This is an optimization exercise on Yosys and OpenROAD, whose aim is small area, a short achievable clock period and few clock cycles, not a production implementation.
Only simulation tests tie the RTL to the original design; equivalence was not proved.
Power figures rest on the tool's default switching activity, not on a simulated workload.

== rev 12 ==
Design Top, start of the top module:
module Top(pts,led,out,clk,IN,wr_en,wr_a,wr_b,wr_w);
 input [2:0]pts;
 input [3:0]IN;
 input clk;
 output reg led;
 output reg [2:0]out;
 input wr_en;
 input [2:0]wr_a,wr_b;
 input [5:0]wr_w;
 reg io_sel,tk_inp,start,reset;
 reg tk_d,st_d;
 reg [2:0]pts_r;
 reg we_r;
 reg [2:0]wa_r,wb_r;
 reg [5:0]ww_r;
 always@(posedge clk)
 begin
     io_sel<=IN[0];
     tk_inp<=IN[1];
     start<=IN[2];
     reset<=IN[3];
     tk_d<=tk_inp;
     st_d<=start;
     pts_r<=pts;
     we_r<=wr_en;
     wa_r<=wr_a;
     wb_r<=wr_b;
     ww_r<=wr_w;
 end
 reg [2:0]i_state,f_state;
 wire ld=tk_inp&&!tk_d;
 wire ld_src=ld&&!io_sel;
 always@(posedge clk)
 begin
     if(ld_src)
       i_state<=pts_r;
     if(ld&&io_sel)
       f_state<=pts_r;
 end
 wire [2:0]src_n=ld_src?pts_r:i_state;
 reg [5:0]wt[27:0];
 function integer eidx(input integer i,input integer j);
   integer lo,hi;
   begin
     lo=(i<j)?i:j;
     hi=(i<j)?j:i;
  ...
Size in the first run: roughly 1800 cells after synthesis, about 330 flip-flops, about 25 I/O pins, roughly 0.019 mm2 of cells after synthesis.
==> flow/config.mk <==
export PLATFORM = sky130hd
export DESIGN_NAME = Top
export DESIGN_NICKNAME = Top
export VERILOG_FILES = /design/flow/design.v
export SDC_FILE = /design/flow/constraint.sdc
export NUM_CORES = 4
export LEC_CHECK = 0
export CAP_MARGIN = 20
export CORE_MARGIN = 2
export CORE_UTILIZATION = 40
export SLEW_MARGIN = 20
==> flow/constraint.sdc <==
create_clock -name core_clock -period 12.0 [get_ports {clk}]
set_input_delay 2.4000 -clock core_clock [delete_from_list [all_inputs] [get_ports {clk}]]
set_output_delay 2.4000 -clock core_clock [all_outputs]
set_load 0.01 [all_outputs]
standard.sh (not shown) runs the stock make flow with config.mk's settings and CLKGATE_MAP_FILE= SYNTH_SCRIPT=/design/flow/synth_recipe.tcl, a recipe that flattens the netlist after the stock synthesis.
==> flow/flow/run.sh <==
#!/bin/bash
# The standard layout, with repair_timing aiming for a larger setup slack
# than the 12 ns clock needs, so that the achieved period shrinks.
set -euo pipefail
bash standard.sh SETUP_SLACK_MARGIN=8.0 finish > standard.log 2>&1
Both conditions hold for rev 12: the flow ran to the end and the final layout passed the timing, DRC and antenna checks.
Testbench counts of rev 12, summed over its fixed seeds: cycles 4,529.
[inputs] rev 13 vs rev 12
==> flow/run.sh (new file) <==
#!/bin/bash
# synth_recipe.tcl (not shown) runs the flow's synth.tcl, then flattens the netlist and writes it again
# the make line also repeats each setting of config.mk as NAME=value (left out here)
make -C /OpenROAD-flow-scripts/flow DESIGN_CONFIG=/design/flow/config.mk WORK_HOME=/design/flow/orfs CLKGATE_MAP_FILE= SYNTH_SCRIPT=/design/flow/synth_recipe.tcl finish
removed: flow/flow/run.sh
removed: flow/standard.sh
[summary]
Routed wire length ends up lower on rev 13.
Compared with rev 12, rev 13 shows a higher flip-flop and latch share of the layout cell area.
Summary of rev 13 over rev 12: depth of the worst register-to-register path now smaller, count of fill cells added during filler insertion now larger, sequential power comparable, detailed placement HPWL now smaller, total of plain and repair buffers excluding clock buffers now smaller.
On rev 13: period utilization is 7.9 points higher than what rev 12 gave.

* * *

Top, a different RTL version from the one above (not shown whole).
Size in the first run: ~1700 cells after synthesis, about 290 flip-flops, ~25 I/O pins, ~19000 um2 of cells after synthesis.
Settings: LEC_CHECK=0, CAP_MARGIN=20, CORE_MARGIN=2, CORE_UTILIZATION=40, CTS_BUF_LIST=sky130_fd_sc_hd__clkbuf_16, CTS_CLUSTER_DIAMETER=80, CTS_CLUSTER_SIZE=30, PLACE_DENSITY=0.75, SLEW_MARGIN=20; clock period 12.0 ns.
==> flow/flow/run.sh <==
#!/bin/bash
# The standard layout, with repair_timing aiming for a larger setup slack
# than the 12 ns clock needs, so that the achieved period shrinks, and
# buf_4 cells as the port buffers.
set -euo pipefail
bash standard.sh SETUP_SLACK_MARGIN=8.0 "BUFFER_PORTS_ARGS=-buffer_cell sky130_fd_sc_hd__buf_4" finish > standard.log 2>&1
The starting point finished clean.
Testbench counts at the start, summed over its fixed seeds: cycles 4,371.
Change:
Settings changed: CORE_UTILIZATION 40 to 55, PLACE_DENSITY 0.75 to unset.
Result: Via count fell by a few percent; clock power climbs by a quarter to a third; power rises slightly; sequential power barely changes; final area stays flat.
Change:
--- a/flow/flow/run.sh
+++ b/flow/flow/run.sh
@@ -6 +6 @@
-bash standard.sh SETUP_SLACK_MARGIN=8.0 "BUFFER_PORTS_ARGS=-buffer_cell sky130_fd_sc_hd__buf_4" finish > standard.log 2>&1
+bash standard.sh SETUP_SLACK_MARGIN=7.7 "BUFFER_PORTS_ARGS=-buffer_cell sky130_fd_sc_hd__buf_4" finish > standard.log 2>&1
Settings changed: CORE_UTILIZATION 55 to 40.
The changed run completed without violations.
Synthesized cell count is unchanged.
Wire length barely changes.
Non-clock buffer count came out lower by 21.
Hold slack is better by 0.0098 ns.
Change:
--- a/flow/flow/run.sh
+++ b/flow/flow/run.sh
@@ -6 +6 @@
-bash standard.sh SETUP_SLACK_MARGIN=7.7 "BUFFER_PORTS_ARGS=-buffer_cell sky130_fd_sc_hd__buf_4" finish > standard.log 2>&1
+bash standard.sh SETUP_SLACK_MARGIN=8.5 "BUFFER_PORTS_ARGS=-buffer_cell sky130_fd_sc_hd__buf_4" finish > standard.log 2>&1
Sequential power went down by about 5%.
Wire length went up by 4.9%.
Die area does not change.
Via count went up by 5.5%.
Non-clock buffer count went up by 138.
Global-route usage went up by 1.2 points.
Count of clock-buffer cells in the layout went down by 2.

==> static timing again, ports no longer ideal <==
In the flow no input, the clock included, has a driving cell. The finished layouts below were timed again as built, in two steps. Step 1: set_driving_cell puts a clkbuf_16 on clk and a buf_2 on each other input, an assumption about the parent block. Step 2 times the ports against the registers' clock, not the clock port: input delays grow and output delays shrink by t, the midpoint of the rising clock arrivals with the driver on. Slacks: ideal / step 1 / step 2; pairs: ideal / step 1.
run	t, ns	slack for setup (ns)	worst register clock-pin slew, ns	pins driven straight from the clock port
rev 12	0.639	7.666 / 7.666 / 7.666	0.07 / 0.07	1
rev 13	0.621	6.712 / 6.712 / 6.712	0.06 / 0.06	1
the first run of note 2	0.567	8.002 / 8.002 / 7.581	0.11 / 0.11	1
the second run of note 2	0.597	8.028 / 8.028 / 7.599	0.11 / 0.11	1
the third run of note 2	0.582	7.867 / 7.867 / 7.324	0.11 / 0.11	1
the fourth run of note 2	0.575	8.118 / 8.118 / 7.985	0.12 / 0.12	1
After both steps every run listed still meets setup and hold. For the third run of note 2, which loses most, drivers alone change the setup slack by 0.000 ns; drivers and shift together by -0.543 ns.
